This is an optimization exercise on Yosys and OpenROAD, whose aim is small area, a short achievable clock period and few clock cycles, not a production implementation.
The RTL was checked by simulation tests, not by an equivalence proof against the original design.
Power and IR drop assume default switching activity.

File: design/flow/flow/run.sh
#!/bin/bash
# Standard layout, with small port buffers and a tighter setup target for repair_timing.
set -euo pipefail
bash standard.sh BUFFER_PORTS_ARGS="-buffer_cell sky130_fd_sc_hd__buf_1" SETUP_SLACK_MARGIN=7 finish > standard.log 2>&1
File: design/flow/standard.sh
#!/bin/bash
# synth_recipe.tcl (not shown) runs the flow's synth.tcl, then flattens the netlist and writes it again
# the make line also repeats each setting of config.mk as NAME=value (left out here)
make -C /OpenROAD-flow-scripts/flow DESIGN_CONFIG=/design/flow/config.mk WORK_HOME=/design/flow/orfs CLKGATE_MAP_FILE= SYNTH_SCRIPT=/design/flow/synth_recipe.tcl "${@:-finish}"
File: design/flow/config.mk
export PLATFORM = sky130hd
export DESIGN_NAME = day1_2
export DESIGN_NICKNAME = day1_2
export VERILOG_FILES = /design/flow/design.v
export SDC_FILE = /design/flow/constraint.sdc
export NUM_CORES = 4
export LEC_CHECK = 0
export CAP_MARGIN = 20
export CORE_MARGIN = 2
export CORE_UTILIZATION = 40
export SLEW_MARGIN = 20
File: design/flow/constraint.sdc
create_clock -name core_clock -period 10.0 [get_ports {clk}]
set_input_delay 2.0000 -clock core_clock [delete_from_list [all_inputs] [get_ports {clk}]]
set_output_delay 2.0000 -clock core_clock [all_outputs]
set_load 0.01 [all_outputs]
File: design/flow/design.v
module day1_2 (
    input  logic clk,
    input  logic rst,
    input  logic tvalid_rx,
    output logic tready_rx,
    input  logic [7:0] tdata_rx,
    input  logic tlast_rx,
    output logic tvalid_tx,
    input  logic tready_tx,
    output logic [31:0] tdata_tx,
    output logic tlast_tx
);
  logic       tv;           
  logic       tl;           
  logic       tn;           
  logic [4:0] td;           
  always_ff @(posedge clk) begin
    tv <= tvalid_rx & ~rst;
    tl <= tlast_rx;
    tn <= ~tdata_rx[6];
    td <= tdata_rx[4:0];
  end
  logic [4:0] st;           
  logic [4:0] ns;
  logic       wf;           
  logic [3:0] wd;           
  wire l_e = (td == 5'd5);
  wire l_f = (td == 5'd6);
  wire l_g = (td == 5'd7);
  wire l_h = (td == 5'd8);
  wire l_i = (td == 5'd9);
  wire l_n = (td == 5'd14);
  wire l_o = (td == 5'd15);
  wire l_r = (td == 5'd18);
  wire l_s = (td == 5'd19);
  wire l_t = (td == 5'd20);
  wire l_u = (td == 5'd21);
  wire l_v = (td == 5'd22);
  wire l_w = (td == 5'd23);
  wire l_x = (td == 5'd24);
  wire l_z = (td == 5'd26);
  wire s_root = (st == 5'd0);
  wire s_e = (st == 5'd10);
  wire s_f = (st == 5'd11);
  wire s_n = (st == 5'd8);
  wire s_o = (st == 5'd3);
  wire s_s = (st == 5'd29);
  wire s_t = (st == 5'd9);
  wire s_z = (st == 5'd14);
  wire s_ei = (st == 5'd12);
  wire s_fi = (st == 5'd31);
  wire s_fo = (st == 5'd19);
  wire s_ni = (st == 5'd28);
  wire s_on = (st == 5'd1);
  wire s_se = (st == 5'd15);
  wire s_si = (st == 5'd7);
  wire s_th = (st == 5'd6);
  wire s_tw = (st == 5'd22);
  wire s_ze = (st == 5'd24);
  wire s_eig = (st == 5'd23);
  wire s_fiv = (st == 5'd4);
  wire s_fou = (st == 5'd20);
  wire s_nin = (st == 5'd2);
  wire s_sev = (st == 5'd16);
  wire s_thr = (st == 5'd21);
  wire s_zer = (st == 5'd13);
  wire s_eigh = (st == 5'd5);
  wire s_seve = (st == 5'd27);
  wire s_thre = (st == 5'd30);
  assign ns[0] = (l_e & (s_s | s_sev)) | l_f | (l_g & (s_ei)) | (l_h & (s_eig)) | (l_i & (s_f | s_s)) | (l_n & (s_o | s_fo)) | l_o | (l_r & (s_th | s_ze)) | l_s | l_t;
  assign ns[1] = (l_e & (s_root | s_e | s_f | s_n | s_o | s_s | s_t | s_ei | s_fi | s_fo | s_ni | s_on | s_se | s_si | s_th | s_tw | s_ze | s_eig | s_fiv | s_fou | s_nin | s_sev | s_thr | s_zer | s_eigh | s_seve | s_thre)) | l_f | (l_g & (s_ei)) | (l_h & (s_t)) | (l_i & (s_f | s_s)) | (l_n & (s_ni)) | l_o | (l_w & (s_t)) | l_z;
  assign ns[2] = (l_e & (s_s | s_thr)) | (l_g & (s_ei)) | (l_h & (s_t | s_eig)) | (l_i & (s_e | s_f | s_n | s_s | s_on | s_se | s_ze | s_nin | s_seve | s_thre)) | (l_r & (s_th | s_ze)) | l_s | (l_u & (s_fo)) | (l_v & (s_fi)) | (l_w & (s_t)) | l_z;
  assign ns[3] = l_e | l_f | (l_i & (s_e | s_f | s_n | s_on | s_se | s_ze | s_nin | s_seve | s_thre)) | (l_n & (s_root | s_e | s_f | s_n | s_s | s_t | s_z | s_ei | s_fi | s_on | s_se | s_si | s_th | s_tw | s_ze | s_eig | s_fiv | s_fou | s_nin | s_sev | s_thr | s_zer | s_eigh | s_seve | s_thre)) | (l_r & (s_ze)) | l_s | l_t | l_z;
  assign ns[4] = (l_e & (s_z | s_sev | s_thr)) | (l_g & (s_ei)) | (l_i & (s_f | s_n | s_on | s_nin)) | (l_o & (s_f)) | (l_r & (s_th)) | l_s | (l_u & (s_fo)) | (l_v & (s_se)) | (l_w & (s_t));
  assign wf = (l_e & (s_on | s_fiv | s_nin | s_thre)) | (l_n & (s_seve)) | (l_o & (s_tw | s_zer)) | (l_r & (s_fou)) | (l_t & (s_eigh)) | (l_x & (s_si));
  assign wd[0] = (l_e & (s_on | s_fiv | s_nin | s_thre)) | (l_n & (s_seve));
  assign wd[1] = (l_e & (s_thre)) | (l_n & (s_seve)) | (l_o & (s_tw)) | (l_x & (s_si));
  assign wd[2] = (l_e & (s_fiv)) | (l_n & (s_seve)) | (l_r & (s_fou)) | (l_x & (s_si));
  assign wd[3] = (l_e & (s_nin)) | (l_t & (s_eigh));
  logic [3:0] first_dig, last_dig;
  logic       have;         
  logic       mac;          
  logic [6:0] acc_lo;
  logic       cy;           
  logic [16:0] acc_hi;
  logic       done;
  wire found = tn | wf;
  wire [3:0] dig = tn ? td[3:0] : wd;
  wire [6:0] val = {first_dig, 3'b000} + {2'b00, first_dig, 1'b0} + {3'b000, last_dig};
  always_ff @(posedge clk) begin
    if (tv && found) begin
      last_dig <= dig;
      if (!have) first_dig <= dig;
    end
  end
  always_ff @(posedge clk) begin
    if (rst) begin
      st     <= '0;
      have   <= 1'b0;
      mac    <= 1'b0;
      acc_lo <= '0;
      cy     <= 1'b0;
      acc_hi <= '0;
      done   <= 1'b0;
    end else begin
      if (tv) begin
        st   <= (tl || tn) ? 5'd0 : ns;
        have <= ~tl & (have | found);
      end
      mac <= tv & tl;
      {cy, acc_lo} <= {1'b0, acc_lo} + (mac ? {1'b0, val} : 8'd0);
      acc_hi <= acc_hi + {16'd0, cy};
      done <= tready_tx & ~tv & ~mac & ~cy;
    end
  end
  assign tready_rx = 1'b1;
  assign tvalid_tx = done;
  assign tlast_tx  = done;
  assign tdata_tx  = {8'd0, acc_hi, acc_lo};
endmodule
==> impl_metrics.env, run 1 <==
export IMPL_status="finished clean"
export IMPL_nets=424
export IMPL_seq_area_frac_synth_pct=34.4
export IMPL_die_y_um=91.8
export IMPL_setup_viol=0
export IMPL_p_int_mw=0.267
export IMPL_place_gp_congestion=0.908
export IMPL_clock_sinks=49
export IMPL_routed_wl_um=6900
export IMPL_ctsHoldBuffers=0
export IMPL_vias_per_cell=5.47
export IMPL_power_static_leakage_nw=1.24
export IMPL_drive_gt1_share_pct=5.85
export IMPL_period_needed_ns=2.93
export IMPL_area_growth_pct=7.87
export IMPL_postLayoutCellArea_mm2=0.00333
export IMPL_crit_fanout=7
export IMPL_power_frac_clock_pct=32.8
export IMPL_ys_warn_count=1
export IMPL_track_usage_pct=16.5
export IMPL_ioPinCount=48
export IMPL_tightest_slew_ns=0.876
export IMPL_dr_pass1_iters=4
export IMPL_clock_latency_ns=0.30
export IMPL_crit_type="register to output pin"
export IMPL_clk_pin_slew_ns=0.09
export IMPL_slew_viol_final=0
export IMPL_avgSynthCellArea_um2=8.29
export IMPL_critPathCaptureType="output pin"
export IMPL_synthArstFlopShare_pct=0
export IMPL_use_met2_pct=26.1
export IMPL_antenna_found_initial=0
export IMPL_critPathLaunchType="register"
export IMPL_max_vdd_ir_drop_mv=0.0471
export IMPL_yosysUniqueCellTypes=57
export IMPL_cts_buffers=5
export IMPL_crit_path_max_incr_delay_ns=0.45
export IMPL_grt_busiest_layer="met2"
export IMPL_clockRootBuffer="clkbuf_8"
export IMPL_placed_area_mm2=0.00323
export IMPL_rows=32
export IMPL_overflow=0
export IMPL_drc=0
export IMPL_combPwrFrac_pct=8.2
export IMPL_hold_viol_final=0
export IMPL_fmaxAchievable_ghz=0.341
export IMPL_grt_pass1_wl_um=11500
export IMPL_grt_pass1_vias=2375
export IMPL_core_mm2=0.00761
export IMPL_swShare_pct=25.6
export IMPL_p_sw_mw=0.0917
export IMPL_met3_usage_pct=2.47
export IMPL_synthesis_area_mm2=0.00309
export IMPL_clk_path_buf_depth=2
export IMPL_slew_headroom_pct=41.0
export IMPL_grt_max_degree=35
export IMPL_p_seq_share_pct=59.0
export IMPL_rsz0062_at_grt="false"
export IMPL_die_area_mm2=0.00843
export IMPL_synthCells=372
export IMPL_cts_max_level=2
export IMPL_synth_edf_count=8
export IMPL_synth_seq_cells=49
export IMPL_utilization_pct=43.8
export IMPL_path_buf_inv=1
export IMPL_path_cells="buf_1"
export IMPL_period_share_pct=29.3
export IMPL_power_density_mw_per_mm2=108
export IMPL_antenna_cells=0
export IMPL_hold_path_class="register to register"
export IMPL_max_cap_violations=0
export IMPL_drt_iter0_drc=184
export IMPL_clock_skew_ns=0.00725
export IMPL_io_buffer_count=36
export IMPL_required_ns=8.00
export IMPL_wl_per_cell_um=13.9
export IMPL_finalPower_mw=0.358
export IMPL_tns_ns=0
export IMPL_yosys_most_used_dff="dfxtp_1"
export IMPL_place_ws_ns=6.89
export IMPL_vias=2706
export IMPL_cts_tree="done"
export IMPL_detailedPlacementHpwl_um=5000
export IMPL_cp_top_family="flip-flops"
export IMPL_use_met1_pct=22.9
export IMPL_antenna_left=0
export IMPL_die_x_um=91.8
export IMPL_initial_core_util_pct=40.6
export IMPL_final_setup_worst_slack_ns=7.07
export IMPL_cpMaxStageDelayCell="dfxtp_1"
export IMPL_fillers=800
export IMPL_worstPathArrival_ns=0.93
-- area by class of cell --
cell class	count	area (um^2)	area share [%]
Clock inverter	2	13.8	0.414
Multi-Input combinational cell	281	1830	55.0
Tap cell	102	128	3.83
Clock buffer	6	72.6	2.18
Timing Repair Buffer	40	165	4.96
Inverter	15	56.3	1.69
Sequential cell	49	1060	31.9
-- path summary, 6_finish.rpt --
kind | depth (start not counted) | end | slack [ns] | from
worst min register to register | 2 | mac | 0.47 | tl
worst max register to register | 10 | acc_lo[6] | 7.11 | last_dig[3]
worst max-delay path | 1 | tdata_tx[9] | 7.07 | acc_hi[2]
worst min-delay path | 2 | mac | 0.47 | tl
-- Yosys cell counts, drive strengths merged (3+ instances only) --
cell type   n  area share (%)
a21o        4            0.97
a21oi      17             2.8
and2        5             1.0
and3        5             1.0
buf        17             3.4
clkbuf     17             2.1
dfxtp      41              27
edfxtp      8             7.8
fa          3             1.9
ha         16             6.5
inv        15             1.8
mux2        3             1.1
nand2      29             3.5
nand2b      8             1.6
nand3       9             1.5
nand3b      6             1.5
nand4       6             1.2
nor2       34             4.1
nor2b      13             2.6
nor3       17             2.8
nor4        8             1.6
o21a        5             1.2
o21ai      11             1.8
o31a        4             1.2
o41ai       4             1.1
or2         4            0.89
or3         8             1.6
or4         4             1.1
xnor2       9             2.6
xor2       13             3.7
-- placed cells by master, fill, tap and decap left out, types with 6 or more instances in the layout --
| cell | n |
|---|---|
| a21oi_1 | 16 |
| buf_1 | 36 |
| conb_1 | 9 |
| dfxtp_1 | 40 |
| edfxtp_1 | 8 |
| ha_1 | 16 |
| inv_1 | 14 |
| nand2_1 | 29 |
| nand2b_1 | 8 |
| nand3_1 | 9 |
| nand3b_1 | 6 |
| nand4_1 | 6 |
| nor2_1 | 34 |
| nor2b_1 | 13 |
| nor3_1 | 17 |
| nor4_1 | 8 |
| o21ai_0 | 10 |
| or3_1 | 8 |
| xnor2_1 | 9 |
| xor2_1 | 13 |
-- registers in the layout (all words and copies together), names as in the netlist --
signal	cells
first_dig	4
tn	1
last_dig	4
mac	1
tl	1
acc_lo	7
cy	1
have	1
td	5
acc_hi	17
st	5
tv	1
done	1
-- timing repair --
item / in CTS / in global routing
pin swaps: 0 / 2
gates resized for setup: 1 / 3
endpoints found under the setup margin: 4 / 5
setup buffers: 0 / 1
-- layer usage --
layer / vias up / wire (um)
li1: 1332 / -
met1: 1268 / 3200
met2: 88 / 3220
met3: 18 / 295
met4: 0 / 178
met5: - / 0
-- power groups by stage --
stage	clock network (mW)	registers, mW	logic, mW
floorplan	0	0.212	0.0284
global placement	0	0.216	0.0286
detailed placement	0	0.216	0.0292
CTS	0.122	0.211	0.0294
global route	0.130	0.212	0.0332
finish	0.118	0.211	0.0295
-- metrics by stage --
step | cells | hold slack [ns]
final | 495 | 0.466
after floorplan | 379 | 0.432
after CTS | 494 | 0.466
after global routing | 495 | 0.515
after detailed placement | 486 | 0.447
after global placement | 486 | 0.449
-- cells by family (layout without fill, tap and decap cells) --
family	Yosys count	in the layout	synth area share [%]
AO/OA/AOI/OAI	65	65	14.3
buffers and inverters	49	63	7.26
XOR/XNOR	22	22	6.25
flip-flops	49	49	34.4
adder cells (fa/ha/maj)	19	19	8.43
other	2	9	0.243
AND/OR/NAND/NOR	163	163	28.0
multiplexers	3	3	1.09
Testbench counts, summed over its fixed seeds: cycles 33,504.
==> inputs of run 2 (changes only) <==
==> design/flow/run.sh (new file) <==
#!/bin/bash
# synth_recipe.tcl (not shown) runs the flow's synth.tcl, then flattens the netlist and writes it again
# the make line also repeats each setting of config.mk as NAME=value (left out here)
make -C /OpenROAD-flow-scripts/flow DESIGN_CONFIG=/design/flow/config.mk WORK_HOME=/design/flow/orfs CLKGATE_MAP_FILE= SYNTH_SCRIPT=/design/flow/synth_recipe.tcl finish
removed: design/flow/flow/run.sh
removed: design/flow/standard.sh
==> impl_metrics.env, run 2 <==
export IMPL_ctsHoldBuffers=0
export IMPL_top_regs="acc_hi x17, acc_lo x7"
export IMPL_postCtsSetupBuffers=0
export IMPL_clock_latency_ns=0.30
export IMPL_finalPower_mw=0.376
export IMPL_swShare_pct=24.0
export IMPL_setup_viol=0
export IMPL_drive_gt1_share_pct=5.10
export IMPL_clock_sinks=49
export IMPL_cts_tree="done"
export IMPL_ioPinCount=48
export IMPL_synth_commonest_cells="dfxtp_1, nor2_1, nand2_1"
export IMPL_synthesis_area_mm2=0.00309
export IMPL_p_int_mw=0.286
export IMPL_synthArstFlopShare_pct=0
export IMPL_largest_reg_flops=17
export IMPL_antenna_found_initial=0
export IMPL_vias=2700
export IMPL_clk_path_buf_depth=2
export IMPL_place_ws_ns=6.61
export IMPL_vias_per_cell=5.47
export IMPL_synth_top_area_cell="dfxtp_1"
export IMPL_period_share_pct=33.6
export IMPL_path_buf_inv=1
export IMPL_initial_core_util_pct=40.6
export IMPL_power_density_mw_per_mm2=106
export IMPL_slew_viol_final=0
export IMPL_p_sw_mw=0.0901
export IMPL_required_ns=8.00
export IMPL_reg2regPathDepth=6
export IMPL_period_needed_ns=3.36
export IMPL_antenna_left=0
export IMPL_cts_buffers=5
export IMPL_regMostFlops="acc_hi"
export IMPL_drc=0
export IMPL_max_cap_violations=0
export IMPL_ys_warn_count=1
export IMPL_synth_area_top_cells="dfxtp_1, edfxtp_1, ha_1"
export IMPL_overflow=0
export IMPL_die_y_um=91.8
export IMPL_timing_rr_end="first_dig[3]"
export IMPL_cpMaxStageDelayCell="clkdlybuf4s50_1"
export IMPL_min_from="tl"
export IMPL_status="finished clean"
export IMPL_synth_edf_count=8
export IMPL_die_x_um=91.8
export IMPL_clockRootBuffer="clkbuf_8"
export IMPL_rows=32
export IMPL_hold_path_class="register to register"
export IMPL_rsz0062_at_grt="false"
export IMPL_combPwrFrac_pct=8.9
export IMPL_avgSynthCellArea_um2=8.29
export IMPL_die_area_mm2=0.00843
export IMPL_r2r_slack_ns=6.86
export IMPL_tns_ns=0
export IMPL_grt_max_degree=35
export IMPL_cp_startpoint="acc_hi[2]"
export IMPL_cts_resized_gates=0
export IMPL_r2r_start="td[1]"
export IMPL_synthCells=372
export IMPL_grt_pass1_vias=2498
export IMPL_power_frac_clock_pct=34.8
export IMPL_final_setup_worst_slack_ns=6.64
export IMPL_hold_viol_final=0
export IMPL_path_cells="clkdlybuf4s50_1"
export IMPL_final_common_cell="dfxtp_1"
export IMPL_synth_seq_cells=49
export IMPL_power_static_leakage_nw=1.33
export IMPL_critPathCaptureType="output pin"
export IMPL_track_usage_pct=17.1
export IMPL_area_growth_pct=15.4
export IMPL_place_gp_congestion=0.939
export IMPL_p_seq_share_pct=56.3
export IMPL_yosysMostFrequentCell="dfxtp_1"
export IMPL_drt_iter0_drc=113
export IMPL_grt_pass1_wl_um=11900
export IMPL_nets=423
export IMPL_routed_wl_um=7090
export IMPL_io_buffer_count=36
export IMPL_critPathLaunchType="register"
export IMPL_cp_top_family="buffers and inverters"
export IMPL_seq_area_frac_synth_pct=34.4
export IMPL_clock_skew_ns=0.0106
export IMPL_core_mm2=0.00761
export IMPL_antenna_cells=0
export IMPL_worstPathArrival_ns=1.36
export IMPL_wl_per_cell_um=14.4
export IMPL_detailedPlacementHpwl_um=5180
export IMPL_crit_path_max_incr_delay_ns=0.59
export IMPL_slew_headroom_pct=43.9
export IMPL_whs_path_depth=2
export IMPL_cts_max_level=2
export IMPL_yosysUniqueCellTypes=57
export IMPL_tightest_slew_ns=0.834
export IMPL_clk_pin_slew_ns=0.09
export IMPL_max_vdd_ir_drop_mv=0.0463
export IMPL_dr_pass1_iters=4
export IMPL_crit_type="register to output pin"
export IMPL_synth_top_area_share_pct=26.6
export IMPL_yosys_most_used_dff="dfxtp_1"
export IMPL_mostFrequentLayoutCells="dfxtp_1, clkdlybuf4s50_1, nor2_1"
export IMPL_crit_fanout=7
export IMPL_fmaxAchievable_ghz=0.297
export IMPL_whs_endpoint="mac"
-- run 2: cell count changes in the layout (fill, tap and decap cells not counted), sizes merged --
| cell | change |
|---|---|
| clkbuf | +1 |
| clkdlybuf4s50 | +36 |
| inv | -1 |
| buf | -37 |
-- run 2: cells by family (layout without fill, tap and decap cells) --
logic type / after synthesis / count (layout) / synth area share, %
buffers and inverters: 49 / 62 / 7.26
multiplexers: 3 / 3 / 1.09
other: 2 / 9 / 0.243
flip-flops: 49 / 49 / 34.4
AND/OR/NAND/NOR: 163 / 163 / 28.0
AO/OA/AOI/OAI: 65 / 65 / 14.3
XOR/XNOR: 22 / 22 / 6.25
adder cells (fa/ha/maj): 19 / 19 / 8.43
-- run 2: worst max-delay path by stage --
stage / to / depth (start not counted) / slack [ns]
finish: tdata_tx[9] / 1 / 6.64
global route: tdata_tx[9] / 1 / 6.58
CTS: tdata_tx[9] / 1 / 6.62
detailed placement: st[2] / 5 / 6.61
global placement: st[2] / 5 / 6.64
floorplan: acc_hi[10] / 4 / 7.04
-- run 2: metrics by stage --
step,util (%),area (um^2),cells,hold slack (ns)
2_1_floorplan,-,3110,379,0.432
3_3_place_gp,45.4,3450,486,0.449
3_5_place_dp,45.4,3450,486,0.457
4_1_cts,46.8,3560,494,0.474
5_1_grt,46.8,3560,494,0.497
6_report,46.8,3560,494,0.466
-- run 2: final cells by class --
class | instances | area, um^2
clock buffers | 7 | 97.6
clock inverters | 1 | 8.76
fillers | 766 | 4050
inverters | 15 | 56.3
multi-input cells | 281 | 1830
flip-flops and latches | 49 | 1060
well taps | 102 | 128
repair buffers | 39 | 383
-- run 2: power by group through the flow --
stage          logic, mW  registers (mW)  clock network [mW]
3_3_place_gp      0.0329           0.216                   0
6_report          0.0336           0.211               0.131
4_1_cts           0.0339           0.211               0.135
5_1_grt           0.0376           0.213               0.142
3_5_place_dp      0.0336           0.216                   0
2_1_floorplan     0.0284           0.212                   0
-- run 2: layer usage --
layer	share of wire, %	track usage (%)	wire, um	vias up
met1	44	23.0	3140	1246
met5	0	0	0	-
met3	5.5	2.22	391	23
met2	47	27.1	3330	100
li1	-	-	-	1331
met4	3.3	8.46	234	0
-- run 2: worst reg2reg max path, stage by stage, from the launching register on --
cell and delay (ns):
dfxtp_1 0.65, inv_2 0.17, or4_4 0.55, or2_4 0.27
o311ai_0 0.51, o31a_2 0.31, nor2b_1 0.34
==> inputs of run 3 (changes only) <==
==> design/flow/flow/run.sh (new file) <==
#!/bin/bash
# Standard layout, with small port buffers and a tighter setup target for repair_timing.
set -euo pipefail
bash standard.sh BUFFER_PORTS_ARGS="-buffer_cell sky130_fd_sc_hd__buf_1" finish > standard.log 2>&1
==> design/flow/standard.sh (new file) <==
#!/bin/bash
# synth_recipe.tcl (not shown) runs the flow's synth.tcl, then flattens the netlist and writes it again
# the make line also repeats each setting of config.mk as NAME=value (left out here)
make -C /OpenROAD-flow-scripts/flow DESIGN_CONFIG=/design/flow/config.mk WORK_HOME=/design/flow/orfs CLKGATE_MAP_FILE= SYNTH_SCRIPT=/design/flow/synth_recipe.tcl "${@:-finish}"
removed: design/flow/run.sh
==> impl_metrics.env, run 3 <==
export IMPL_status="finished clean"
export IMPL_setup_viol=0
export IMPL_overflow=0
export IMPL_grt_pass1_wl_um=11500
export IMPL_cts_tree="done"
export IMPL_mostFrequentLayoutCells="dfxtp_1, buf_1, nor2_1"
export IMPL_critPathCaptureType="register"
export IMPL_vias_per_cell=5.49
export IMPL_required_ns=9.98
export IMPL_yosys_area_share_adder_pct=8.43
export IMPL_period_needed_ns=3.11
export IMPL_synth_seq_cells=49
export IMPL_dr_pass1_iters=5
export IMPL_slew_headroom_pct=41.3
export IMPL_hold_worst_slack_ns=0.466
export IMPL_place_gp_congestion=0.908
export IMPL_yosys_most_used_dff="dfxtp_1"
export IMPL_avgSynthCellArea_um2=8.29
export IMPL_cts_buffers=5
export IMPL_fmaxAchievable_ghz=0.321
export IMPL_wl_per_cell_um=14.0
export IMPL_synth_xor_area_share_pct=6.24
export IMPL_crit_type="register to register"
export IMPL_routed_wl_um=6930
export IMPL_yosysUniqueCellTypes=57
export IMPL_drc=0
export IMPL_ys_warn_count=1
export IMPL_synth_commonest_cells="dfxtp_1, nor2_1, nand2_1"
export IMPL_ioPinCount=48
export IMPL_power_static_leakage_nw=1.24
export IMPL_cts_max_level=2
export IMPL_max_cap_violations=0
export IMPL_drt_iter0_drc=162
export IMPL_max_vdd_ir_drop_mv=0.0470
export IMPL_final_common_cell="dfxtp_1"
export IMPL_crit_fanout=13
export IMPL_period_share_pct=31.1
export IMPL_synthesis_area_mm2=0.00309
export IMPL_hold_path_class="register to register"
export IMPL_die_y_um=91.8
export IMPL_core_mm2=0.00761
export IMPL_top_regs="acc_hi x17, acc_lo x7"
export IMPL_die_area_mm2=0.00843
export IMPL_ctsHoldBuffers=0
export IMPL_synth_top_area_share_pct=26.6
export IMPL_nets=423
export IMPL_area_growth_pct=7.46
export IMPL_postCtsSetupBuffers=0
export IMPL_antenna_left=0
export IMPL_clock_latency_ns=0.30
export IMPL_antenna_cells=0
export IMPL_grt_pass1_vias=2375
export IMPL_clk_pin_slew_ns=0.09
export IMPL_synthArstFlopShare_pct=0
export IMPL_synth_top_family_by_area="simple AND/OR/NAND/NOR gates"
export IMPL_rsz0062_at_grt="false"
export IMPL_postLayoutCellArea_mm2=0.00332
export IMPL_tightest_slew_ns=0.873
export IMPL_clk_path_buf_depth=2
export IMPL_synth_top_area_cell="dfxtp_1"
export IMPL_placed_area_mm2=0.00323
export IMPL_synthCells=372
export IMPL_tns_ns=0
export IMPL_critPathLaunchType="register"
export IMPL_slew_viol_final=0
export IMPL_synth_edf_count=8
export IMPL_worstPathArrival_ns=3.09
export IMPL_clockRootBuffer="clkbuf_8"
export IMPL_regMostFlops="acc_hi"
export IMPL_drive_gt1_share_pct=5.10
export IMPL_hold_viol_final=0
export IMPL_synth_compound_area_share_pct=14.3
export IMPL_r2r_slack_ns=6.89
export IMPL_utilization_pct=43.6
export IMPL_synth_mux_area_share_pct=1.09
export IMPL_die_x_um=91.8
export IMPL_antenna_found_initial=0
export IMPL_yosys_area_share_simple_pct=28.0
export IMPL_seq_area_frac_synth_pct=34.4
export IMPL_clock_skew_ns=0.00621
export IMPL_vias=2710
export IMPL_clock_sinks=49
export IMPL_rows=32
export IMPL_power_density_mw_per_mm2=108
export IMPL_detailedPlacementHpwl_um=5000
export IMPL_cts_resized_gates=0
export IMPL_track_usage_pct=16.5
export IMPL_grt_max_degree=35
export IMPL_largest_reg_flops=17
export IMPL_synth_area_top_cells="dfxtp_1, edfxtp_1, ha_1"
export IMPL_initial_core_util_pct=40.6
export IMPL_io_buffer_count=36
export IMPL_yosysMostFrequentCell="dfxtp_1"
run 3: changes by cell type in the layout (fill, tap and decap cells not counted):
cell,before,now
buf_1,0,36
inv_6,0,1
clkinv_4,1,0
clkbuf_16,1,0
clkinv_2,0,1
clkdlybuf4s50_1,36,0
run 3: cell type report:
| type | instances | area [um^2] |
|---|---|---|
| clock buffer | 6 | 72.6 |
| clock inverter | 2 | 13.8 |
| fill | 805 | 4290 |
| inverter | 15 | 56.3 |
| multi-input combinational | 281 | 1830 |
| sequential | 49 | 1060 |
| tap | 102 | 128 |
| timing repair buffer | 39 | 158 |
run 3: worst max-delay path, stage by stage, from the launching register on:
cell      delay [ns]
dfxtp_1         0.64
inv_2           0.18
or4_4           0.56
or2_4           0.28
o311ai_0        0.47
o31a_2          0.31
nor2b_1         0.35
run 3: cells by family (layout without fill, tap and decap cells):
family,Yosys count,after routing
AO/OA/AOI/OAI,65,65
XOR/XNOR,22,22
adder cells (fa/ha/maj),19,19
buffers and inverters,49,62
flip-flops,49,49
multiplexers,3,3
other,2,9
AND/OR/NAND/NOR,163,163
run 3: power by group:
part	switching, mW	internal (mW)	leakage (nW)
clock	0.0675	0.0500	0.0456
combinational	0.0173	0.0120	0.784
sequential	0.00684	0.204	0.408
run 3: path summary, 6_finish.rpt:
check | from | endpoint | depth (start not counted)
worst min register to register | tl | mac | 2
worst max register to register | td[1] | first_dig[0] | 6
worst min-delay path | tl | mac | 2
worst max-delay path | td[1] | first_dig[0] | 6
run 3: metrics by stage:
stage / power [mW] / worst slack, ns / std cells
2_1_floorplan: 0.240 / 7.04 / 379
3_3_place_gp: 0.245 / 6.94 / 486
3_5_place_dp: 0.245 / 6.89 / 486
4_1_cts: 0.363 / 6.89 / 494
5_1_grt: 0.375 / 6.69 / 494
6_report: 0.358 / 6.89 / 494
run 3: routing by layer:
layer | routed length (um) | GRT usage (%) | up-vias
li1 | - | - | 1330
met4 | 196 | 5.60 | 0
met2 | 3190 | 26.1 | 101
met1 | 3170 | 22.9 | 1256
met3 | 367 | 2.47 | 23
met5 | 0 | 0 | -
==> inputs of run 4 (changes only) <==
==> design/flow/flow/run.sh (replaced) <==
#!/bin/bash
# Standard layout, with small port buffers and a tighter setup target for repair_timing.
set -euo pipefail
bash standard.sh BUFFER_PORTS_ARGS="-buffer_cell sky130_fd_sc_hd__buf_1" SETUP_SLACK_MARGIN=7.6 finish > standard.log 2>&1
==> impl_metrics.env, run 4 <==
export IMPL_clock_skew_ns=0.00747
export IMPL_p_int_mw=0.271
export IMPL_synth_compound_area_share_pct=14.3
export IMPL_synth_top_family_by_area="simple AND/OR/NAND/NOR gates"
export IMPL_synth_top_area_cell="dfxtp_1"
export IMPL_critPathLaunchType="register"
export IMPL_max_vdd_ir_drop_mv=0.0521
export IMPL_synth_edf_count=8
export IMPL_critPathCaptureType="output pin"
export IMPL_yosys_most_used_dff="dfxtp_1"
export IMPL_fmaxAchievable_ghz=0.359
export IMPL_tns_ns=0
export IMPL_synth_top_area_share_pct=26.6
export IMPL_period_share_pct=27.8
export IMPL_mostFrequentLayoutCells="buf_4, nor2_1, nand2_1"
export IMPL_fillers=690
export IMPL_antenna_cells=0
export IMPL_yosys_area_share_simple_pct=28.0
export IMPL_swShare_pct=26.2
export IMPL_hold_viol_final=0
export IMPL_power_static_leakage_nw=1.58
export IMPL_tightest_slew_ns=0.602
export IMPL_ys_warn_count=1
export IMPL_postLayoutCellArea_mm2=0.00395
export IMPL_detailedPlacementHpwl_um=4980
export IMPL_area_growth_pct=28.1
export IMPL_placed_area_mm2=0.00327
export IMPL_nets=456
export IMPL_combPwrFrac_pct=10.2
export IMPL_antenna_found_initial=0
export IMPL_avgSynthCellArea_um2=8.29
export IMPL_crit_type="register to output pin"
export IMPL_initial_core_util_pct=40.6
export IMPL_ioPinCount=48
export IMPL_cp_top_family="flip-flops"
export IMPL_clock_latency_ns=0.30
export IMPL_clockRootBuffer="clkbuf_8"
export IMPL_antenna_left=0
export IMPL_status="finished clean"
export IMPL_clk_path_buf_depth=2
export IMPL_synthArstFlopShare_pct=0
export IMPL_period_needed_ns=2.78
export IMPL_finalPower_mw=0.367
export IMPL_power_density_mw_per_mm2=92.7
export IMPL_dr_pass1_iters=4
export IMPL_required_ns=8.00
export IMPL_synth_area_top_cells="dfxtp_1, edfxtp_1, ha_1"
export IMPL_rows=32
export IMPL_hold_worst_slack_ns=0.501
export IMPL_vias_per_cell=5.38
export IMPL_drc=0
export IMPL_io_buffer_count=36
export IMPL_yosysUniqueCellTypes=57
export IMPL_regMostFlops="acc_hi"
export IMPL_yosys_area_share_adder_pct=8.43
export IMPL_cts_tree="done"
export IMPL_synth_xor_area_share_pct=6.24
export IMPL_seq_area_frac_synth_pct=34.4
export IMPL_hold_path_class="register to register"
export IMPL_final_common_cell="buf_4"
export IMPL_path_buf_inv=1
export IMPL_p_seq_share_pct=57.4
export IMPL_top_regs="acc_hi x17, acc_lo x7"
export IMPL_grt_pass1_wl_um=12500
export IMPL_max_cap_violations=0
export IMPL_synth_commonest_cells="dfxtp_1, nor2_1, nand2_1"
export IMPL_yosysMostFrequentCell="dfxtp_1"
export IMPL_synthCells=372
export IMPL_grt_pass1_vias=2573
export IMPL_die_y_um=91.8
export IMPL_worstPathArrival_ns=0.78
export IMPL_drive_gt1_share_pct=31.5
export IMPL_wl_per_cell_um=14.9
export IMPL_setup_viol=0
export IMPL_track_usage_pct=18.3
export IMPL_clock_sinks=49
export IMPL_routed_wl_um=7880
export IMPL_grt_max_degree=35
export IMPL_die_x_um=91.8
export IMPL_crit_fanout=2
export IMPL_cts_max_level=2
export IMPL_largest_reg_flops=17
export IMPL_cts_buffers=5
export IMPL_slew_viol_final=0
export IMPL_overflow=0
export IMPL_core_mm2=0.00761
export IMPL_slew_headroom_pct=59.5
export IMPL_cpMaxStageDelayCell="dfxtp_4"
export IMPL_vias=2836
export IMPL_drt_iter0_drc=192
export IMPL_synth_mux_area_share_pct=1.09
export IMPL_power_frac_clock_pct=32.4
export IMPL_clk_pin_slew_ns=0.10
export IMPL_synth_seq_cells=49
export IMPL_place_gp_congestion=0.933
export IMPL_die_area_mm2=0.00843
export IMPL_rsz0062_at_grt="true"
export IMPL_p_sw_mw=0.0960
export IMPL_synthesis_area_mm2=0.00309
export IMPL_crit_path_max_incr_delay_ns=0.36
export IMPL_path_cells="buf_6"
==> run 4: cell counts after synthesis <==
No cell type changed its count.
==> run 4: metal layers <==
layer | routed length [um] | up-vias | track usage [%] | share of wire (%)
li1 | - | 1399 | - | -
met1 | 3400 | 1322 | 23.6 | 43
met2 | 3890 | 98 | 31.9 | 49
met3 | 369 | 17 | 2.22 | 4.7
met4 | 216 | 0 | 5.97 | 2.7
met5 | 0 | - | 0 | 0
==> run 4: through the flow <==
stage          util (%)  worst slack, ns  cells
6_report           52.0             7.22    527
5_1_grt            52.0             7.09    527
4_1_cts            50.7             7.19    518
3_5_place_dp       43.0             6.79    484
3_3_place_gp       43.0             6.84    484
2_1_floorplan         -             7.26    379
==> run 4: final cells by class <==
class	count	area (um^2)	area share (%)
clock inverter	3	21.3	0.538
timing repair buffer	72	623	15.8
sequential	49	1120	28.3
clock buffer	5	68.8	1.74
multi-input combinational	281	1940	49.0
tap	102	128	3.23
inverter	15	56.3	1.42
==> run 4: power groups by stage <==
stage                     sequential [mW]  combinational, mW  clock, mW
final                               0.211             0.0374      0.119
after global routing                0.211             0.0419      0.132
after global placement              0.217             0.0295          0
after detailed placement            0.216             0.0299          0
after CTS                           0.211             0.0357      0.124
after floorplan                     0.212             0.0327          0
==> run 4: repair_timing <==
action | 4_1_cts | 5_1_grt
hold buffers | 0 | 0
resized for setup | 94 | 7
setup endpoints to repair | 74 | 41
gates cloned | 0 | 1
pin swaps | 5 | 3
buffers inserted | 26 | 8
==> run 4: cell families (layout without fill, tap and decap cells) <==
group / count (synthesis) / after routing
AND/OR/NAND/NOR: 163 / 163
AO/OA/AOI/OAI: 65 / 65
flip-flops: 49 / 49
buffers and inverters: 49 / 95
XOR/XNOR: 22 / 22
adder cells (fa/ha/maj): 19 / 19
multiplexers: 3 / 3
other: 2 / 9
==> run 4: path summary, 6_finish.rpt <==
| check | from | end | slack, ns | cells past startpoint |
|---|---|---|---|---|
| setup reg to reg | last_dig[3] | acc_lo[6] | 7.22 | 10 |
| hold / removal | tl | mac | 0.50 | 2 |
| hold reg to reg | tl | mac | 0.50 | 2 |
| setup / recovery | acc_hi[2] | tdata_tx[9] | 7.22 | 1 |
==> inputs of run 5 (changes only) <==
==> design/flow/flow/run.sh (replaced) <==
#!/bin/bash
# Standard layout, with small port buffers and a tighter setup target for repair_timing.
set -euo pipefail
bash standard.sh BUFFER_PORTS_ARGS="-buffer_cell sky130_fd_sc_hd__buf_1" SETUP_SLACK_MARGIN=7.3 finish > standard.log 2>&1
==> impl_metrics.env, run 5 <==
export IMPL_ioPinCount=48
export IMPL_synth_top_area_cell="dfxtp_1"
export IMPL_grt_pass1_wl_um=12600
export IMPL_avgSynthCellArea_um2=8.29
export IMPL_tns_ns=0
export IMPL_track_usage_pct=18.1
export IMPL_clock_sinks=49
export IMPL_detailedPlacementHpwl_um=4900
export IMPL_antenna_found_initial=0
export IMPL_routed_wl_um=7540
export IMPL_rsz0062_at_grt="true"
export IMPL_regMostFlops="acc_hi"
export IMPL_period_needed_ns=2.77
export IMPL_synth_area_top_cells="dfxtp_1, edfxtp_1, ha_1"
export IMPL_timing_rr_end="cy"
export IMPL_drt_iter0_drc=190
export IMPL_r2r_start="last_dig[3]"
export IMPL_nets=448
export IMPL_yosys_most_used_dff="dfxtp_1"
export IMPL_slew_viol_final=0
export IMPL_required_ns=8.00
export IMPL_grt_pass1_vias=2703
export IMPL_hold_viol_final=0
export IMPL_max_cap_violations=0
export IMPL_top_regs="acc_hi x17, acc_lo x7"
export IMPL_core_mm2=0.00761
export IMPL_cts_tree="done"
export IMPL_synth_seq_cells=49
export IMPL_hold_path_class="register to register"
export IMPL_path_cells="buf_6"
export IMPL_cts_buffers=5
export IMPL_seq_area_frac_synth_pct=34.4
export IMPL_antenna_left=0
export IMPL_cts_max_level=2
export IMPL_fmaxAchievable_ghz=0.361
export IMPL_clk_path_buf_depth=2
export IMPL_synthCells=372
export IMPL_min_from="tl"
export IMPL_r2r_slack_ns=7.27
export IMPL_ys_warn_count=1
export IMPL_crit_type="register to output pin"
export IMPL_finalPower_mw=0.362
export IMPL_die_area_mm2=0.00843
export IMPL_placed_area_mm2=0.00322
export IMPL_clk_pin_slew_ns=0.09
export IMPL_vias_per_cell=5.49
export IMPL_max_vdd_ir_drop_mv=0.0648
export IMPL_yosysUniqueCellTypes=57
export IMPL_rows=32
export IMPL_clock_latency_ns=0.30
export IMPL_final_common_cell="nor2_1"
export IMPL_place_gp_congestion=0.943
export IMPL_largest_reg_flops=17
export IMPL_postLayoutCellArea_mm2=0.00382
export IMPL_grt_max_degree=35
export IMPL_mostFrequentLayoutCells="nor2_1, nand2_1, dfxtp_2, buf_6, buf_4"
export IMPL_status="finished clean"
export IMPL_setup_viol=0
export IMPL_whs_endpoint="mac"
export IMPL_path_buf_inv=1
export IMPL_crit_fanout=3
export IMPL_yosysMostFrequentCell="dfxtp_1"
export IMPL_slew_headroom_pct=53.5
export IMPL_synth_top_area_share_pct=26.6
export IMPL_power_static_leakage_nw=1.53
export IMPL_die_y_um=91.8
export IMPL_wl_per_cell_um=14.5
export IMPL_die_x_um=91.8
export IMPL_io_buffer_count=36
export IMPL_reg2regPathDepth=9
export IMPL_period_share_pct=27.7
export IMPL_whs_path_depth=2
export IMPL_vias=2849
export IMPL_synth_edf_count=8
export IMPL_cpMaxStageDelayCell="dfxtp_4"
export IMPL_critPathCaptureType="output pin"
export IMPL_drc=0
export IMPL_crit_path_max_incr_delay_ns=0.36
export IMPL_overflow=0
export IMPL_power_density_mw_per_mm2=94.8
export IMPL_dr_pass1_iters=5
export IMPL_ctsHoldBuffers=0
export IMPL_tightest_slew_ns=0.696
export IMPL_critPathLaunchType="register"
export IMPL_drive_gt1_share_pct=27.3
export IMPL_synthesis_area_mm2=0.00309
export IMPL_initial_core_util_pct=40.6
export IMPL_area_growth_pct=23.7
export IMPL_cp_depth=1
export IMPL_cp_top_family="flip-flops"
export IMPL_worstPathArrival_ns=0.77
export IMPL_antenna_cells=0
export IMPL_clock_skew_ns=0.00791
export IMPL_clockRootBuffer="clkbuf_8"
export IMPL_synthArstFlopShare_pct=0
export IMPL_synth_commonest_cells="dfxtp_1, nor2_1, nand2_1"
==> run 5: cell count changes in the layout (fill, tap and decap cells not counted), sizes merged <==
cell,change
clkinvlp,-1
buf,-7
==> run 5: timing repair <==
item                       CTS  global route
buffers inserted            22             4
pin swaps                    5             6
setup endpoints to repair   32            35
resized for setup           90            13
cloned                       0             0
==> run 5: power by group <==
part	total, mW	leakage (nW)	internal, mW	switching [mW]
registers	0.211	0.424	0.204	0.00760
clock network	0.117	0.0456	0.0500	0.0669
logic	0.0338	1.06	0.0156	0.0182
total	0.362	1.53	0.269	0.0927
==> run 5: worst max path at each step <==
stage / from / to / slack (ns)
6_report: acc_hi[4] / tdata_tx[11] / 7.23
3_3_place_gp: td[1] / first_dig[3] / 6.99
3_5_place_dp: td[1] / first_dig[3] / 6.99
2_1_floorplan: last_dig[3] / acc_lo[6] / 7.26
4_1_cts: first_dig[2] / acc_lo[6] / 7.20
5_1_grt: last_dig[3] / acc_lo[6] / 7.14
==> run 5: cell type report <==
class                           instances  area [um^2]
Inverter                               15         56.3
Fill cell                             733         3790
Timing Repair Buffer                   64          544
Tap cell                              102          128
Sequential cell                        49         1110
Clock buffer                            6         72.6
Clock inverter                          2         13.8
Multi-Input combinational cell        281         1890
==> run 5: per-stage QoR <==
step / std cells / setup WS [ns] / hold slack [ns] / util (%)
2_1_floorplan: 379 / 7.26 / 0.432 / -
3_3_place_gp: 485 / 6.99 / 0.450 / 42.4
3_5_place_dp: 485 / 6.99 / 0.455 / 42.4
4_1_cts: 515 / 7.20 / 0.493 / 49.2
5_1_grt: 519 / 7.14 / 0.511 / 50.2
6_report: 519 / 7.23 / 0.482 / 50.2
==> run 5: cell families (layout without fill, tap and decap cells) <==
| group | Yosys count | in the layout | share of synthesized area, % |
|---|---|---|---|
| buffers and inverters | 49 | 87 | 7.26 |
| flip-flops | 49 | 49 | 34.4 |
| XOR/XNOR | 22 | 22 | 6.25 |
| AO/OA/AOI/OAI | 65 | 65 | 14.3 |
| multiplexers | 3 | 3 | 1.09 |
| other | 2 | 9 | 0.243 |
| AND/OR/NAND/NOR | 163 | 163 | 28.0 |
| adder cells (fa/ha/maj) | 19 | 19 | 8.43 |
==> run 5: per-layer routing <==
| metal | wire length [um] | GRT usage [%] |
|---|---|---|
| met5 | 0 | 0 |
| met2 | 3690 | 30.0 |
| met1 | 3160 | 23.1 |
| met4 | 295 | 9.08 |
| met3 | 387 | 2.55 |
==> inputs of run 6 (changes only) <==
==> design/flow/flow/run.sh (replaced) <==
#!/bin/bash
# Standard layout, with small port buffers and a tighter setup target for repair_timing.
set -euo pipefail
bash standard.sh BUFFER_PORTS_ARGS="-buffer_cell sky130_fd_sc_hd__buf_1" SETUP_SLACK_MARGIN=7 CTS_BUF_LIST=sky130_fd_sc_hd__clkbuf_16 CTS_CLUSTER_SIZE=60 CTS_CLUSTER_DIAMETER=300 finish > standard.log 2>&1
==> impl_metrics.env, run 6 <==
export IMPL_largest_reg_flops=17
export IMPL_grt_max_degree=35
export IMPL_routed_wl_um=6930
export IMPL_use_met1_pct=22.9
export IMPL_period_needed_ns=2.90
export IMPL_clock_skew_ns=0.00306
export IMPL_p_seq_share_pct=52.2
export IMPL_drt_iter0_drc=194
export IMPL_clock_latency_ns=0.28
export IMPL_use_met2_pct=26.3
export IMPL_synth_edf_count=8
export IMPL_rows=32
export IMPL_synthArstFlopShare_pct=0
export IMPL_grt_busiest_layer="met2"
export IMPL_synthesis_area_mm2=0.00309
export IMPL_power_frac_clock_pct=40.5
export IMPL_synth_top_area_cell="dfxtp_1"
export IMPL_wl_per_cell_um=14.0
export IMPL_die_y_um=91.8
export IMPL_power_static_leakage_nw=1.28
export IMPL_synth_area_top_cells="dfxtp_1, edfxtp_1, ha_1"
export IMPL_cp_startpoint="acc_hi[2]"
export IMPL_cts_max_level=2
export IMPL_yosys_most_used_dff="dfxtp_1"
export IMPL_slew_headroom_pct=48.6
export IMPL_place_gp_congestion=0.908
export IMPL_hold_path_class="register to register"
export IMPL_mostFrequentLayoutCells="dfxtp_1, buf_1, nor2_1"
export IMPL_initial_core_util_pct=40.6
export IMPL_area_growth_pct=10.1
export IMPL_cts_buffers=5
export IMPL_clk_path_buf_depth=2
export IMPL_crit_path_max_incr_delay_ns=0.44
export IMPL_nets=424
export IMPL_fmaxAchievable_ghz=0.344
export IMPL_tightest_slew_ns=0.770
export IMPL_min_from="tl"
export IMPL_vias_per_cell=5.46
export IMPL_seq_area_frac_synth_pct=34.4
export IMPL_crit_fanout=7
export IMPL_cpMaxStageDelayCell="dfxtp_1"
export IMPL_dp_cells=486
export IMPL_detailedPlacementHpwl_um=5000
export IMPL_path_buf_inv=1
export IMPL_required_ns=8.00
export IMPL_clock_sinks=49
export IMPL_swShare_pct=23.8
export IMPL_met3_usage_pct=2.96
export IMPL_synth_top_area_share_pct=26.6
export IMPL_synth_commonest_cells="dfxtp_1, nor2_1, nand2_1"
export IMPL_max_vdd_ir_drop_mv=0.0608
export IMPL_drc=0
export IMPL_cp_top_family="flip-flops"
export IMPL_yosysMostFrequentCell="dfxtp_1"
export IMPL_power_density_mw_per_mm2=119
export IMPL_ioPinCount=48
export IMPL_grt_pass1_vias=2391
export IMPL_final_common_cell="dfxtp_1"
export IMPL_slew_viol_final=0
export IMPL_combPwrFrac_pct=7.3
export IMPL_dr_pass1_iters=5
export IMPL_antenna_found_initial=0
export IMPL_track_usage_pct=16.8
export IMPL_vias=2704
export IMPL_rsz0062_at_grt="false"
export IMPL_worstPathArrival_ns=0.90
export IMPL_antenna_left=0
export IMPL_ys_warn_count=1
export IMPL_drive_gt1_share_pct=6.62
export IMPL_p_int_mw=0.309
export IMPL_hold_viol_final=0
export IMPL_max_cap_violations=0
export IMPL_synthCells=372
export IMPL_clockRootBuffer="clkbuf_16"
export IMPL_yosysUniqueCellTypes=57
export IMPL_die_area_mm2=0.00843
export IMPL_critPathCaptureType="output pin"
export IMPL_io_buffer_count=36
export IMPL_avgSynthCellArea_um2=8.29
export IMPL_period_share_pct=29.0
export IMPL_antenna_cells=0
export IMPL_synth_seq_cells=49
export IMPL_p_sw_mw=0.0966
export IMPL_tns_ns=0
export IMPL_critPathLaunchType="register"
export IMPL_status="finished clean"
export IMPL_finalPower_mw=0.406
export IMPL_crit_type="register to output pin"
export IMPL_overflow=0
export IMPL_r2r_start="last_dig[3]"
export IMPL_core_mm2=0.00761
export IMPL_die_x_um=91.8
export IMPL_stdcell_count=495
export IMPL_setup_viol=0
export IMPL_path_cells="buf_1"
export IMPL_grt_pass1_wl_um=11600
export IMPL_cts_tree="done"
export IMPL_top_regs="acc_hi x17, acc_lo x7"
export IMPL_clk_pin_slew_ns=0.07
export IMPL_regMostFlops="acc_hi"
==> run 6: area by class of cell <==
type | instances | area (um^2)
Clock buffer | 5 | 125
Sequential cell | 49 | 1060
Tap cell | 102 | 128
Timing Repair Buffer | 40 | 165
Fill cell | 791 | 4210
Multi-Input combinational cell | 281 | 1840
Clock inverter | 3 | 17.5
Inverter | 15 | 56.3
==> run 6: what timing repair did <==
item                       4_1_cts  5_1_grt
setup buffers                    0        1
setup endpoints to repair        4        5
pin swaps                        0        2
resized for setup                1        5
hold buffers                     0        0
==> run 6: metal layers <==
metal	vias to the layer above	part of all wire (%)
met1	1256	45
met3	17	5.0
li1	1339	-
met4	0	3.0
met2	92	47
met5	-	0
==> run 6: cell families (layout without fill, tap and decap cells) <==
family / count (synthesis) / count (layout) / share of synthesized area, %
muxes: 3 / 3 / 1.09
and+or+nand+nor: 163 / 163 / 28.0
other: 2 / 9 / 0.243
DFF: 49 / 49 / 34.4
adders and majority gates: 19 / 19 / 8.43
buffers and inverters: 49 / 63 / 7.26
xor gates and xnor gates: 22 / 22 / 6.25
AOI/OAI and AO/OA: 65 / 65 / 14.3
==> run 6: metrics by stage <==
| step | utilization (%) | instance area, um^2 | setup WS, ns | hold WS [ns] |
|---|---|---|---|---|
| after floorplan | - | 3110 | 7.04 | 0.432 |
| final | 44.7 | 3400 | 7.10 | 0.464 |
| after global placement | 42.5 | 3230 | 6.94 | 0.449 |
| after CTS | 44.3 | 3370 | 7.05 | 0.462 |
| after detailed placement | 42.5 | 3230 | 6.89 | 0.447 |
| after global routing | 44.7 | 3400 | 7.00 | 0.510 |
==> run 6: final timing paths <==
| path | cells past startpoint | slack [ns] | to |
|---|---|---|---|
| min reg2reg | 2 | 0.46 | mac |
| min | 2 | 0.46 | mac |
| max | 1 | 7.10 | tdata_tx[9] |
| max reg2reg | 10 | 7.11 | acc_lo[6] |
==> run 6: power by group through the flow <==
stage,Clock (mW),Combinational [mW],Sequential (mW)
floorplan,0,0.0284,0.212
global placement,0,0.0286,0.216
detailed placement,0,0.0292,0.216
CTS,0.169,0.0294,0.211
global route,0.177,0.0334,0.213
finish,0.165,0.0296,0.212
==> inputs of run 7 (changes only) <==
==> design/flow/flow/run.sh (replaced) <==
#!/bin/bash
# Standard layout, with small port buffers and a tighter setup target for repair_timing.
set -euo pipefail
bash standard.sh BUFFER_PORTS_ARGS="-buffer_cell sky130_fd_sc_hd__buf_1" SETUP_SLACK_MARGIN=7 CTS_ARGS="-sink_clustering_enable -repair_clock_nets -dont_use_dummy_load" finish > standard.log 2>&1
==> impl_metrics.env, run 7 <==
export IMPL_drive_gt1_share_pct=5.38
export IMPL_synthArstFlopShare_pct=0
export IMPL_drt_iter0_drc=188
export IMPL_synth_top_area_cell="dfxtp_1"
export IMPL_cp_top_family="flip-flops"
export IMPL_max_vdd_ir_drop_mv=0.0444
export IMPL_p_seq_share_pct=61.2
export IMPL_yosysMostFrequentCell="dfxtp_1"
export IMPL_slew_headroom_pct=42.7
export IMPL_rsz0062_at_grt="false"
export IMPL_setup_viol=0
export IMPL_track_usage_pct=16.5
export IMPL_synthesis_area_mm2=0.00309
export IMPL_routed_wl_um=6870
export IMPL_critPathCaptureType="output pin"
export IMPL_overflow=0
export IMPL_cpMaxStageDelayCell="dfxtp_1"
export IMPL_synth_commonest_cells="dfxtp_1, nor2_1, nand2_1"
export IMPL_grt_max_degree=35
export IMPL_place_ws_ns=6.89
export IMPL_crit_fanout=7
export IMPL_cp_depth=1
export IMPL_die_y_um=91.8
export IMPL_worstPathArrival_ns=0.91
export IMPL_largest_reg_flops=17
export IMPL_yosysUniqueCellTypes=57
export IMPL_period_share_pct=29.1
export IMPL_clockRootBuffer="clkbuf_8"
export IMPL_vias_per_cell=5.49
export IMPL_power_density_mw_per_mm2=104
export IMPL_avgSynthCellArea_um2=8.29
export IMPL_ioPinCount=48
export IMPL_wl_per_cell_um=14.0
export IMPL_cts_tree="done"
export IMPL_slew_viol_final=0
export IMPL_crit_type="register to output pin"
export IMPL_clock_latency_ns=0.30
export IMPL_combPwrFrac_pct=8.5
export IMPL_max_cap_violations=0
export IMPL_ys_warn_count=1
export IMPL_yosys_most_used_dff="dfxtp_1"
export IMPL_antenna_cells=0
export IMPL_die_area_mm2=0.00843
export IMPL_final_common_cell="dfxtp_1"
export IMPL_antenna_left=0
export IMPL_synthCells=372
export IMPL_nets=424
export IMPL_grt_busiest_layer="met2"
export IMPL_top_regs="acc_hi x17, acc_lo x7"
export IMPL_clk_pin_slew_ns=0.08
export IMPL_p_int_mw=0.262
export IMPL_final_setup_worst_slack_ns=7.09
export IMPL_hold_worst_slack_ns=0.470
export IMPL_dr_pass1_iters=4
export IMPL_cts_max_level=2
export IMPL_detailedPlacementHpwl_um=5000
export IMPL_synth_edf_count=8
export IMPL_clk_path_buf_depth=2
export IMPL_rows=32
export IMPL_drc=0
export IMPL_regMostFlops="acc_hi"
export IMPL_power_static_leakage_nw=1.23
export IMPL_initial_core_util_pct=40.6
export IMPL_vias=2701
export IMPL_status="finished clean"
export IMPL_power_frac_clock_pct=30.2
export IMPL_ctsHoldBuffers=0
export IMPL_seq_area_frac_synth_pct=34.4
export IMPL_clock_sinks=49
export IMPL_io_buffer_count=36
export IMPL_antenna_found_initial=0
export IMPL_swShare_pct=24.1
export IMPL_period_needed_ns=2.91
export IMPL_critPathLaunchType="register"
export IMPL_synth_seq_cells=49
export IMPL_mostFrequentLayoutCells="dfxtp_1, buf_1, nor2_1"
export IMPL_met3_usage_pct=2.22
export IMPL_use_met1_pct=22.9
export IMPL_grt_pass1_vias=2388
export IMPL_area_growth_pct=7.30
export IMPL_synth_area_top_cells="dfxtp_1, edfxtp_1, ha_1"
export IMPL_path_cells="buf_1"
export IMPL_tns_ns=0
export IMPL_place_gp_congestion=0.908
export IMPL_crit_path_max_incr_delay_ns=0.45
export IMPL_hold_viol_final=0
export IMPL_fmaxAchievable_ghz=0.343
export IMPL_grt_pass1_wl_um=11600
export IMPL_p_sw_mw=0.0832
export IMPL_tightest_slew_ns=0.852
export IMPL_hold_path_class="register to register"
export IMPL_synth_top_area_share_pct=26.6
export IMPL_reg2regPathDepth=10
export IMPL_clock_skew_ns=0.0246
export IMPL_cts_buffers=5
export IMPL_required_ns=8.00
export IMPL_core_mm2=0.00761
export IMPL_die_x_um=91.8
export IMPL_path_buf_inv=1
export IMPL_whs_path_depth=1
export IMPL_use_met2_pct=26.3
-- run 7: cell counts after synthesis --
Identical to the previous run, type by type.
-- run 7: final cells by class --
cell class | instances | area (um^2)
Clock buffer | 5 | 68.8
Tap cell | 102 | 128
Sequential cell | 49 | 1060
Multi-Input combinational cell | 281 | 1830
Fill cell | 801 | 4300
Inverter | 15 | 56.3
Timing Repair Buffer | 40 | 165
-- run 7: through the flow --
step	area, um^2	power (mW)	util, %	std cells
2_1_floorplan	3110	0.240	-	379
3_3_place_gp	3230	0.245	42.5	486
3_5_place_dp	3230	0.245	42.5	486
4_1_cts	3300	0.350	43.4	491
5_1_grt	3310	0.363	43.5	492
6_report	3310	0.345	43.5	492
-- run 7: worst paths after layout --
kind                     from           to  slack, ns
setup / recovery    acc_hi[2]  tdata_tx[9]       7.09
hold / removal           have         have       0.47
setup reg to reg  last_dig[3]    acc_lo[6]       7.11
hold reg to reg          have         have       0.47
-- run 7: timing repair --
| item | CTS | global route |
|---|---|---|
| pin swaps | 0 | 2 |
| setup endpoints to repair | 4 | 5 |
| buffers inserted | 0 | 1 |
| cloned | 0 | 0 |
| resized for setup | 1 | 3 |
-- run 7: power by group through the flow --
stage | Sequential (mW) | Clock [mW] | Combinational, mW
5_1_grt | 0.212 | 0.117 | 0.0333
6_report | 0.211 | 0.104 | 0.0295
3_5_place_dp | 0.216 | 0 | 0.0292
3_3_place_gp | 0.216 | 0 | 0.0286
4_1_cts | 0.211 | 0.110 | 0.0294
2_1_floorplan | 0.212 | 0 | 0.0284
-- run 7: cell families after synthesis --
logic type               share of synthesized area [%]
multiplexers                                      1.09
flip-flops                                        34.4
AND/OR/NAND/NOR                                   28.0
adder cells (fa/ha/maj)                           8.43
buffers and inverters                             7.26
other                                            0.243
AO/OA/AOI/OAI                                     14.3
XOR/XNOR                                          6.25
-- run 7: worst reg2reg max path: cells and delay by family (launching register included) --
kind            cells  cell delay (ns)
compound gates      3             0.42
fa+ha+maj           3             1.43
buf+inv             1             0.06
flops               1             0.40
mux                 1             0.34
simple gates        2             0.15
-- run 7: routing by layer --
metal,routed length (um),up-vias,share of wire [%]
met2,3250,87,47
li1,-,1329,-
met1,3120,1266,45
met3,319,19,4.6
met5,0,-,0
met4,175,0,2.5
==> inputs of run 8 (changes only) <==
==> design/flow/flow/run.sh (replaced) <==
#!/bin/bash
# Layout flow: the standard synthesis, then its combinational logic re-optimised for area
# with ABC (registers, their names and cell types kept), then the standard layout with
# small port buffers, no dummy clock loads and a tighter setup target for repair_timing.
set -euo pipefail
R=orfs/results/$FLOW_PLATFORM/day1_2/base
bash standard.sh synth > synth.log 2>&1
cp $R/1_2_yosys.v $R/1_2_yosys.std.v
LIB=$FLOW_HOME/platforms/$FLOW_PLATFORM/lib/sky130_fd_sc_hd__tt_025C_1v80.lib \
IN=$R/1_2_yosys.std.v OUT=$R/1_2_yosys.v yosys -c flow/resyn.tcl > resyn.log 2>&1
rm -f $R/1_synth.odb $R/1_synth.sdc
bash standard.sh BUFFER_PORTS_ARGS="-buffer_cell sky130_fd_sc_hd__buf_1" SETUP_SLACK_MARGIN=7 \
  CTS_ARGS="-sink_clustering_enable -repair_clock_nets -dont_use_dummy_load" finish > standard.log 2>&1
==> design/flow/flow/area.abc (new file) <==
strash
&get -n
&deepsyn -T 60 -S 1
&put
dc2
dch -f
amap
topo
==> design/flow/flow/resyn.tcl (new file) <==
# Re-map the combinational logic of the synthesized netlist for area.
# Flip-flops and tie cells stay as they are, with their instance names.
yosys -import
set lib $::env(LIB)
read_liberty -ignore_miss_func $lib
read_verilog $::env(IN)
hierarchy -top $::env(FLOW_TOP)
setattr -mod -set keep_hierarchy 1 sky130_fd_sc_hd__*df* sky130_fd_sc_hd__conb_*
flatten
opt_clean
abc -liberty $lib -script flow/area.abc -dont_use *lpflow* -dont_use *probe*
opt_clean -purge
tee -o resyn_stat.txt stat -liberty $lib
select $::env(FLOW_TOP)
write_verilog -noattr -selected $::env(OUT)
==> impl_metrics.env, run 8 <==
export IMPL_status="finished clean"
export IMPL_io_buffer_count=36
export IMPL_antenna_left=0
export IMPL_vias=2385
export IMPL_drive_gt1_share_pct=13.8
export IMPL_grt_pass1_wl_um=9550
export IMPL_rows=28
export IMPL_whs_endpoint="mac"
export IMPL_cts_tree="done"
export IMPL_timing_rr_end="cy"
export IMPL_regMostFlops="acc_hi"
export IMPL_final_common_cell="nor2_1"
export IMPL_reg2regPathDepth=18
export IMPL_worstPathArrival_ns=0.84
export IMPL_mostFrequentLayoutCells="nor2_1, dfxtp_1, buf_1"
export IMPL_overflow=0
export IMPL_critPathLaunchType="register"
export IMPL_p_int_mw=0.263
export IMPL_dp_cells=433
export IMPL_nets=384
export IMPL_slew_headroom_pct=66.5
export IMPL_die_area_mm2=0.00658
export IMPL_initial_core_util_pct=40.7
export IMPL_antenna_found_initial=0
export IMPL_synthCells=314
export IMPL_drt_iter0_drc=201
export IMPL_regArea_mm2=0.00107
export IMPL_path_cells="buf_1"
export IMPL_clockRootBuffer="clkbuf_8"
export IMPL_cp_top_family="flip-flops"
export IMPL_clock_skew_ns=0.00430
export IMPL_max_cap_violations=0
export IMPL_whs_path_depth=1
export IMPL_required_ns=8.00
export IMPL_r2r_start="first_dig[1]"
export IMPL_drc=0
export IMPL_power_static_leakage_nw=0.987
export IMPL_slew_viol_final=0
export IMPL_power_frac_clock_pct=29.3
export IMPL_dr_pass1_iters=5
export IMPL_cts_buffers=5
export IMPL_final_setup_worst_slack_ns=7.16
export IMPL_fmaxAchievable_ghz=0.352
export IMPL_cts_max_level=2
export IMPL_hold_path_class="register to register"
export IMPL_synthesis_area_mm2=0.00238
export IMPL_place_gp_congestion=0.988
export IMPL_p_sw_mw=0.0841
export IMPL_period_share_pct=28.4
export IMPL_critPathCaptureType="output pin"
export IMPL_wl_per_cell_um=13.5
export IMPL_avgSynthCellArea_um2=7.58
export IMPL_placed_area_mm2=0.00264
export IMPL_grt_max_degree=30
export IMPL_postLayoutCellArea_mm2=0.00290
export IMPL_hold_viol_final=0
export IMPL_top_regs="acc_hi x17, acc_lo x7"
export IMPL_path_buf_inv=1
export IMPL_largest_reg_flops=17
export IMPL_combPwrFrac_pct=9.8
export IMPL_power_density_mw_per_mm2=120
export IMPL_period_needed_ns=2.84
export IMPL_vias_per_cell=5.37
export IMPL_swShare_pct=24.3
export IMPL_multiInputGateArea_mm2=0.00137
export IMPL_die_y_um=81.1
export IMPL_fillers=614
export IMPL_setup_viol=0
export IMPL_ioPinCount=48
export IMPL_clk_pin_slew_ns=0.08
export IMPL_tns_ns=0
export IMPL_min_from="tl"
export IMPL_crit_fanout=4
export IMPL_core_mm2=0.00585
export IMPL_die_x_um=81.1
export IMPL_crit_path_max_incr_delay_ns=0.39
export IMPL_ys_warn_count=1
export IMPL_place_ws_ns=6.74
export IMPL_clk_path_buf_depth=2
export IMPL_rsz0062_at_grt="true"
export IMPL_max_vdd_ir_drop_mv=0.107
export IMPL_r2r_slack_ns=7.19
export IMPL_stdcell_count=444
export IMPL_ctsHoldBuffers=0
export IMPL_track_usage_pct=18.7
export IMPL_clock_latency_ns=0.29
export IMPL_antenna_cells=0
export IMPL_crit_type="register to output pin"
export IMPL_detailedPlacementHpwl_um=4490
export IMPL_routed_wl_um=5980
export IMPL_grt_pass1_vias=2107
export IMPL_p_seq_share_pct=60.9
export IMPL_clock_sinks=49
export IMPL_cpMaxStageDelayCell="dfxtp_1"
export IMPL_area_growth_pct=21.9
export IMPL_tightest_slew_ns=0.497
-- run 8: worst max path at each step --
stage / start / cells after the start / to
finish: acc_lo[1] / 1 / tdata_tx[1]
global route: first_dig[1] / 19 / cy
CTS: st[3] / 13 / st[4]
detailed placement: st[0] / 15 / st[4]
global placement: st[0] / 15 / st[4]
floorplan: first_dig[1] / 22 / acc_lo[6]
-- run 8: area by class of cell --
type	count	area share, %
clock buffer	5	2.37
inverter	26	3.88
multi-input combinational	246	47.2
sequential	49	36.9
tap	75	3.23
timing repair buffer	43	6.47
-- run 8: stage by stage --
stage          total power [mW]  util [%]  hold slack [ns]
5_1_grt                   0.364      49.6            0.499
4_1_cts                   0.348      47.1            0.488
3_5_place_dp              0.246      45.2            0.476
3_3_place_gp              0.246      45.2            0.448
6_report                  0.347      49.6            0.485
2_1_floorplan             0.235         -            0.427
-- run 8: metal layers --
| metal | routed length (um) | share of wire [%] | track usage, % |
|---|---|---|---|
| met1 | 2570 | 43 | 23.8 |
| met2 | 2860 | 48 | 30.0 |
| met3 | 364 | 6.1 | 3.67 |
| met4 | 180 | 3.0 | 10.0 |
| met5 | 0 | 0 | 0 |
-- run 8: power groups by stage --
| stage | Clock, mW | Combinational (mW) | Sequential (mW) |
|---|---|---|---|
| after floorplan | 0 | 0.0196 | 0.215 |
| after global placement | 0 | 0.0300 | 0.216 |
| after detailed placement | 0 | 0.0300 | 0.216 |
| after CTS | 0.107 | 0.0307 | 0.211 |
| after global routing | 0.114 | 0.0386 | 0.212 |
| final | 0.102 | 0.0341 | 0.211 |
-- run 8: what timing repair did --
item	in CTS	in global routing
setup buffers	1	5
pin swaps	0	11
gates resized for setup	15	43
endpoints found under the setup margin	3	16

==> what the ideal ports hide <==
How much do the figures lean on ideal ports? The routed layouts below were timed once more, with nothing changed but the port constraints. Step 1: set_driving_cell puts a clkbuf_16 on clk and a buf_2 on each other input, an assumption about the parent block. Step 2, shift: input delay + t, output delay - t, t = (earliest + latest rising clock arrival at the registers) / 2. This alone moves slack from input paths to output paths. Three values: no drivers, after step 1, after step 2; two values: the first two.
| run | t (ns) | setup slack, ns | worst setup path after step 2 | worst slew at a driven data input, ns |
|---|---|---|---|---|
| run 1 | 0.324 | 7.071 / 7.046 / 7.003 | input to register | 0.04 |
| run 2 | 0.325 | 6.636 / 6.607 / 6.626 | input to register | 0.04 |
| run 3 | 0.325 | 6.889 / 6.889 / 6.889 | register to register | 0.05 |
| run 4 | 0.331 | 7.216 / 7.187 / 7.224 | register to register | 0.12 |
| run 5 | 0.328 | 7.227 / 7.195 / 7.066 | input to register | 0.03 |
| run 6 | 0.322 | 7.095 / 7.057 / 7.007 | input to register | 0.04 |
| run 7 | 0.310 | 7.087 / 7.062 / 6.991 | input to register | 0.04 |
| run 8 | 0.316 | 7.155 / 7.127 / 6.886 | input to register | 0.04 |
After both steps every run listed still meets setup and hold. The setup slack of run 8, which loses most, moves by -0.028 ns with the drivers and by -0.269 ns with both steps.
